Source: an optimization exercise on an open RTL-to-GDS flow (aim: small area). Production flows keep margins and buffers that such runs may drop. Function was checked by simulation only, so behaviour that the tests miss may differ from the original.

==> flow/design.v <==
`timescale 1 ns / 1 ps
module axi_lite_ripple_cnt #(parameter integer W = 14) (
	input  wire         clk,
	input  wire         clr,
	input  wire         inc,
	output reg  [W-1:0] q,
	output wire         co
);
	wire [W:0] t;
	assign t[0] = inc;
	assign co   = t[W];
	genvar i;
	generate
		for (i = 0; i < W; i = i + 1) begin : bit_
			assign t[i+1] = t[i] & q[i];
			always @(posedge clk)
				q[i] <= ~clr & (q[i] ^ t[i]);
		end
	endgenerate
endmodule
module axi_lite_wrapper_master_lite_v1_0_M00_AXI (
	input  wire          INIT_AXI_READ,
	input  wire          INIT_AXI_WRITE,
	input  wire          INIT_AXI_TXN,
	output reg           ERROR,
	output wire          TXN_DONE,
	input  wire          M_AXI_ACLK,
	input  wire          M_AXI_ARESETN,
	output wire [15 : 2] M_AXI_AWADDR,
	output reg           M_AXI_AWVALID,
	input  wire          M_AXI_AWREADY,
	output wire [31 : 0] M_AXI_WDATA,
	output reg           M_AXI_WVALID,
	input  wire          M_AXI_WREADY,
	input  wire [1 : 0]  M_AXI_BRESP,
	input  wire          M_AXI_BVALID,
	output reg           M_AXI_BREADY,
	output wire [15 : 2] M_AXI_ARADDR,
	output reg           M_AXI_ARVALID,
	input  wire          M_AXI_ARREADY,
	input  wire [1 : 0]  M_AXI_RRESP,
	input  wire          M_AXI_RVALID,
	output reg           M_AXI_RREADY
);
	reg         init_txn_ff, init_txn_ff2;
	reg         init_read_ff, init_read_ff2;
	reg         init_write_ff, init_write_ff2;
	reg         write_run, read_run;
	reg         writes_done, reads_done, error_reg;
	wire [9:0]  write_index, read_index;
	wire        w_last_done, r_last_done;
	wire rst   = !M_AXI_ARESETN;
	wire txn_p = init_txn_ff & !init_txn_ff2;
	wire rd_p  = init_read_ff & !init_read_ff2;
	wire wr_p  = init_write_ff & !init_write_ff2;
	wire clr   = rst | txn_p;
	wire idle  = !write_run & !read_run;
	wire w_done  = M_AXI_WVALID & M_AXI_WREADY & (M_AXI_AWREADY | !M_AXI_AWVALID);
	wire b_hs    = M_AXI_BREADY & M_AXI_BVALID;
	wire r_hs    = M_AXI_RREADY & M_AXI_RVALID;
	axi_lite_ripple_cnt #(14) awaddr_cnt (
		.clk(M_AXI_ACLK), .clr(clr), .inc(M_AXI_AWVALID & M_AXI_AWREADY),
		.q(M_AXI_AWADDR), .co());
	axi_lite_ripple_cnt #(14) araddr_cnt (
		.clk(M_AXI_ACLK), .clr(clr), .inc(M_AXI_ARVALID & M_AXI_ARREADY),
		.q(M_AXI_ARADDR), .co());
	axi_lite_ripple_cnt #(10) windex_cnt (
		.clk(M_AXI_ACLK), .clr(clr), .inc(w_done),
		.q(write_index), .co(w_last_done));
	axi_lite_ripple_cnt #(10) rindex_cnt (
		.clk(M_AXI_ACLK), .clr(clr | (r_hs & !read_run)), .inc(r_hs),
		.q(read_index), .co(r_last_done));
	assign M_AXI_WDATA  = {22'h2A8000, write_index};
	assign TXN_DONE     = writes_done | reads_done;
	always @(posedge M_AXI_ACLK) begin
		init_txn_ff2   <= init_txn_ff;
		init_read_ff2  <= init_read_ff;
		init_write_ff2 <= init_write_ff;
		if (rst) begin
			init_txn_ff   <= 1'b0;
			init_read_ff  <= 1'b0;
			init_write_ff <= 1'b0;
		end else begin
			init_txn_ff   <= INIT_AXI_TXN;
			init_read_ff  <= INIT_AXI_READ;
			init_write_ff <= INIT_AXI_WRITE;
		end
	end
	always @(posedge M_AXI_ACLK) begin
		if (clr) begin
			M_AXI_AWVALID <= 1'b0;
			M_AXI_WVALID  <= 1'b0;
			M_AXI_BREADY  <= 1'b0;
		end else if (!M_AXI_WVALID) begin
			if (write_run) begin
				M_AXI_AWVALID <= 1'b1;
				M_AXI_WVALID  <= 1'b1;
			end else if (b_hs)
				M_AXI_BREADY <= 1'b0;
		end else if (M_AXI_AWVALID & !M_AXI_AWREADY) begin
			if (b_hs)
				M_AXI_BREADY <= 1'b0;
		end else begin
			M_AXI_AWVALID <= w_done & !w_last_done;
			M_AXI_WVALID  <= !w_last_done;
			M_AXI_BREADY  <= M_AXI_WREADY | (M_AXI_BREADY & !M_AXI_AWVALID);
		end
	end
	always @(posedge M_AXI_ACLK) begin
		if (clr) begin
			M_AXI_ARVALID <= 1'b0;
			M_AXI_RREADY  <= 1'b0;
		end else if (M_AXI_ARVALID) begin
			if (M_AXI_ARREADY) begin
				M_AXI_ARVALID <= 1'b0;
				M_AXI_RREADY  <= 1'b1;
			end
		end else if (M_AXI_RREADY) begin
			if (M_AXI_RVALID) begin
				M_AXI_RREADY  <= 1'b0;
				M_AXI_ARVALID <= read_run;
			end
		end else if (read_run)
			M_AXI_ARVALID <= 1'b1;
	end
	always @(posedge M_AXI_ACLK) begin
		if (rst) begin
			write_run <= 1'b0;
			read_run  <= 1'b0;
			ERROR     <= 1'b0;
		end else if (idle) begin
			write_run <= wr_p;
			read_run  <= !wr_p & rd_p;
			if (wr_p | rd_p)
				ERROR <= 1'b0;
		end else begin
			write_run <= write_run & !writes_done;
			read_run  <= read_run & !reads_done;
			if ((write_run & !writes_done) | (read_run & !reads_done))
				ERROR <= error_reg;
		end
	end
	always @(posedge M_AXI_ACLK) begin
		if (clr) begin
			writes_done <= 1'b0;
			reads_done  <= 1'b0;
			error_reg   <= 1'b0;
		end else begin
			if ((&write_index) & b_hs)
				writes_done <= 1'b1;
			if (r_last_done)
				reads_done <= 1'b1;
			if ((b_hs & M_AXI_BRESP[1]) | (r_hs & M_AXI_RRESP[1]))
				error_reg <= 1'b1;
		end
	end
endmodule
`timescale 1 ns / 1 ps
module axi_lite_wrapper (
	input  wire          m00_axi_read,
	input  wire          m00_axi_write,
	input  wire          m00_axi_init_axi_txn,
	output wire          m00_axi_error,
	output wire          m00_axi_txn_done,
	input  wire          m00_axi_aclk,
	input  wire          m00_axi_aresetn,
	output wire [15 : 2] m00_axi_awaddr,
	output wire          m00_axi_awvalid,
	input  wire          m00_axi_awready,
	output wire [31 : 0] m00_axi_wdata,
	output wire          m00_axi_wvalid,
	input  wire          m00_axi_wready,
	input  wire [1 : 0]  m00_axi_bresp,
	input  wire          m00_axi_bvalid,
	output wire          m00_axi_bready,
	output wire [15 : 2] m00_axi_araddr,
	output wire          m00_axi_arvalid,
	input  wire          m00_axi_arready,
	input  wire [31 : 0] m00_axi_rdata,
	input  wire [1 : 0]  m00_axi_rresp,
	input  wire          m00_axi_rvalid,
	output wire          m00_axi_rready
);
	axi_lite_wrapper_master_lite_v1_0_M00_AXI core (
		.INIT_AXI_READ(m00_axi_read),
		.INIT_AXI_WRITE(m00_axi_write),
		.INIT_AXI_TXN(m00_axi_init_axi_txn),
		.ERROR(m00_axi_error),
		.TXN_DONE(m00_axi_txn_done),
		.M_AXI_ACLK(m00_axi_aclk),
		.M_AXI_ARESETN(m00_axi_aresetn),
		.M_AXI_AWADDR(m00_axi_awaddr),
		.M_AXI_AWVALID(m00_axi_awvalid),
		.M_AXI_AWREADY(m00_axi_awready),
		.M_AXI_WDATA(m00_axi_wdata),
		.M_AXI_WVALID(m00_axi_wvalid),
		.M_AXI_WREADY(m00_axi_wready),
		.M_AXI_BRESP(m00_axi_bresp),
		.M_AXI_BVALID(m00_axi_bvalid),
		.M_AXI_BREADY(m00_axi_bready),
		.M_AXI_ARADDR(m00_axi_araddr),
		.M_AXI_ARVALID(m00_axi_arvalid),
		.M_AXI_ARREADY(m00_axi_arready),
		.M_AXI_RRESP(m00_axi_rresp),
		.M_AXI_RVALID(m00_axi_rvalid),
		.M_AXI_RREADY(m00_axi_rready)
	);
endmodule
export LEC_CHECK = 0
export CAP_MARGIN = 20
export CORE_MARGIN = 2
export CORE_UTILIZATION = 85
export SLEW_MARGIN = 20
create_clock -name core_clock -period 5.0 [get_ports {m00_axi_aclk}]
standard.sh (not shown) runs the stock make flow with config.mk's settings and CLKGATE_MAP_FILE= SYNTH_SCRIPT=/design/flow/synth_recipe.tcl, a recipe that flattens the netlist after the stock synthesis.
==> flow/flow/run.sh <==
#!/bin/bash
set -euo pipefail
bash standard.sh \
  "BUFFER_PORTS_ARGS=-buffer_cell sky130_fd_sc_hd__buf_1" \
  "CTS_ARGS=-sink_clustering_enable -repair_clock_nets -dont_use_dummy_load -buf_list sky130_fd_sc_hd__clkbuf_4 -root_buf sky130_fd_sc_hd__clkbuf_4" \
  finish > standard.log 2>&1
The starting point ended with an error in global placement without I/O with GPL-0301.
Change:
- CORE_UTILIZATION: 85 -> 70
The new run finished clean; area after synthesis is unchanged; synthesized cell count stays the same.

==> static timing again, ports no longer ideal <==
The flow's constraints put no driver on any port. The routed layout listed below was extracted and timed again, unchanged, in two steps.
Step 1 assumes that a clkbuf_16 drives the clock port and a buf_2 every other input.
Step 2 times the ports against the registers' clock, not the clock port: input delays grow and output delays shrink by t, the midpoint of the rising clock arrivals with the driver on.
Slacks: no drivers / after step 1 / after step 2; pairs: no drivers / after step 1.
run: the second run
shift t [ns]: 0.406
slack for setup (ns): 1.424 / 1.417 / 1.011
worst setup path at the end: input to register
worst data-port slew with drivers (ns): 0.04
After both steps the second run still meets setup and hold. For the second run, drivers alone change the setup slack by -0.007 ns; drivers and shift together by -0.413 ns.
